This design comes from an exercise in tuning for small area on the open sky130 flow, not from production work.
Only simulation tests tie the RTL to the original design; equivalence was not proved.
Power and IR drop assume default switching activity. The flow treats the clock pin as an ideal source, which a real chip does not have.

// riscv_core
module riscv_core (
    input clk,
    input reset,
    output [31:0] imem_addr,
    input  [31:0] imem_rdata,
    output [31:0] dmem_addr,
    output [31:0] dmem_wdata,
    output [1:0]  dmem_size,
    output        dmem_we,
    input  [31:0] dmem_rdata
);
Size in the first run: about 2300 cells after synthesis, ~1100 flip-flops.
clock: 18.0 ns
lec_check: 0
abc_area: 0
cap_margin: 20
core_margin: 2
core_utilization: 55
cts_buf_list: sky130_fd_sc_hd__clkbuf_4 sky130_fd_sc_hd__clkbuf_8
cts_cluster_diameter: 60
cts_cluster_size: 20
slew_margin: 20
synth_hierarchical: 1
standard.sh (not shown) runs the stock make flow with config.mk's settings and CLKGATE_MAP_FILE= SYNTH_SCRIPT=/design/flow/synth_recipe.tcl, a recipe that flattens the netlist after the stock synthesis.
==> flow/flow/run.sh <==
#!/bin/bash
# The standard layout, with plain buf_1 cells as the port buffers and a clock tree
# built without dummy loads.
set -euo pipefail
bash standard.sh "BUFFER_PORTS_ARGS=-buffer_cell sky130_fd_sc_hd__buf_1" \
  "CTS_ARGS=-sink_clustering_enable -repair_clock_nets -sink_clustering_size 12 -sink_clustering_max_diameter 40 -buf_list {sky130_fd_sc_hd__clkbuf_4} -dont_use_dummy_load" \
  finish > standard_flow.log 2>&1
The starting point produced a clean layout.
Change:
==> flow/flow/run.sh (replaced) <==
#!/bin/bash
# The standard layout, with plain buf_1 cells as the port buffers and a clock tree
# built without dummy loads.
set -euo pipefail
bash standard.sh "BUFFER_PORTS_ARGS=-buffer_cell sky130_fd_sc_hd__buf_1" \
  "CTS_ARGS=-sink_clustering_enable -repair_clock_nets -sink_clustering_size 36 -sink_clustering_max_diameter 80 -buf_list {sky130_fd_sc_hd__clkbuf_16} -dont_use_dummy_load" \
  finish > standard_flow.log 2>&1
=> The new run ran to the end with no violations; setup slack gets worse by 300 ps; cell count decreases by 2.4%; maximum frequency decreases by about 2%; cell area increases by about 0.34%; die area is unchanged; hold slack gets better by 15 ps; synthesized cell count stays the same; clock skew decreases by 81 ps; combinational power hardly moves; non-clock buffer count stays the same.


== the previous run ==
Starting RTL as in the previous note.
clock: 18.0 ns
lec_check: 0
abc_area: 0
cap_margin: 20
core_margin: 2
core_utilization: 55
cts_buf_list: sky130_fd_sc_hd__clkbuf_4 sky130_fd_sc_hd__clkbuf_8
cts_cluster_diameter: 60
cts_cluster_size: 20
slew_margin: 20
synth_hierarchical: 1
==> flow/flow/run.sh <==
#!/bin/bash
# The standard layout, with plain buf_1 cells as the port buffers and a clock tree
# built without dummy loads.
set -euo pipefail
bash standard.sh "BUFFER_PORTS_ARGS=-buffer_cell sky130_fd_sc_hd__buf_1" \
  "CTS_ARGS=-sink_clustering_enable -repair_clock_nets -sink_clustering_size 20 -sink_clustering_max_diameter 60 -buf_list {sky130_fd_sc_hd__clkbuf_4 sky130_fd_sc_hd__clkbuf_8} -tree_buf sky130_fd_sc_hd__clkbuf_4 -dont_use_dummy_load" \
  finish > standard_flow.log 2>&1
Per the final summary, the previous run finished and its layout is clean on timing, DRC and antenna.
--- input diff the previous run..the current run ---
==> flow/flow/run.sh <==
#!/bin/bash
# The standard layout, with plain buf_1 cells as the port buffers and a clock tree
# built without dummy loads.
set -euo pipefail
bash standard.sh "BUFFER_PORTS_ARGS=-buffer_cell sky130_fd_sc_hd__buf_1" \
  "CTS_ARGS=-sink_clustering_enable -repair_clock_nets -sink_clustering_size 20 -sink_clustering_max_diameter 60 -buf_list {sky130_fd_sc_hd__clkbuf_4 sky130_fd_sc_hd__clkbuf_8} -dont_use_dummy_load" \
  finish > standard_flow.log 2>&1
[summary]
From the current run to the previous run, XOR/XNOR share of the synthesized area did not move at all.
Taking the previous run as the reference, in the current run core occupancy in the finished layout ~0 delta; count of clock buffers in the final design ~0 delta.


riscv_core, a different RTL version from the one above (not shown whole).
Size: about 2300 cells after synthesis, about 1100 flip-flops, about 170 I/O pins.
Settings: LEC_CHECK=0, ABC_AREA=0, CAP_MARGIN=20, CORE_MARGIN=2, CORE_UTILIZATION=40, CTS_BUF_LIST=sky130_fd_sc_hd__clkbuf_4 sky130_fd_sc_hd__clkbuf_8, CTS_CLUSTER_DIAMETER=60, CTS_CLUSTER_SIZE=20, SLEW_MARGIN=20, SYNTH_HIERARCHICAL=1; clock period 18.0 ns.
==> flow/flow/run.sh <==
#!/bin/bash
# The standard layout, with plain buf_1 cells as the port buffers and a clock tree
# built without dummy loads.
set -euo pipefail
bash standard.sh "BUFFER_PORTS_ARGS=-buffer_cell sky130_fd_sc_hd__buf_1" \
  "CTS_ARGS=-sink_clustering_enable -repair_clock_nets -sink_clustering_size 20 -sink_clustering_max_diameter 60 -buf_list {sky130_fd_sc_hd__clkbuf_4 sky130_fd_sc_hd__clkbuf_8} -dont_use_dummy_load" \
  finish > standard_flow.log 2>&1
The starting point went through all stages and came out clean.
Edit:
--- a/flow/config.mk
+++ b/flow/config.mk
@@ -11 +11 @@
-export CORE_UTILIZATION = 40
+export CORE_UTILIZATION = 50
Effect:
- utilization is higher by 11 points
- sequential share of layout area increases by 0.63 points
- total power stays flat
- fmax barely changes
- hold slack got worse by 0.0099 ns
- critical path depth climbs by 1
- wire length barely changes

-- what the ideal ports hide --
Ports are ideal in the flow. The routed layouts listed here were re-timed in OpenROAD.
Step 1, drivers: a clkbuf_16 drives clk and a buf_2 each remaining input, both assumed.
Step 2, shift: input delay + t, output delay - t, t = (earliest + latest rising clock arrival at the registers) / 2. This alone moves slack from input paths to output paths.
a / b / c = ideal ports / drivers / drivers and shift; a / b = the first two.
run	t, ns	slack for setup (ns)	slew at the worst register clock pin (ns)	worst data-port slew with drivers (ns)
the first run of note 1	0.889	3.624 / 3.650 / 2.760	0.12 / 0.12	0.08
the second run of note 1	0.640	3.326 / 3.359 / 2.719	0.12 / 0.12	0.08
the previous run	0.701	3.399 / 3.426 / 2.726	0.12 / 0.12	0.08
the current run	0.701	3.399 / 3.426 / 2.726	0.12 / 0.12	0.08
the first run of note 3	0.710	5.068 / 5.033 / 4.323	0.12 / 0.12	0.15
the second run of note 3	0.688	5.102 / 5.137 / 4.449	0.12 / 0.12	0.09
After both steps every run listed still meets setup and hold. The setup slack of the first run of note 1, which loses most, moves by +0.026 ns with the drivers and by -0.864 ns with both steps.
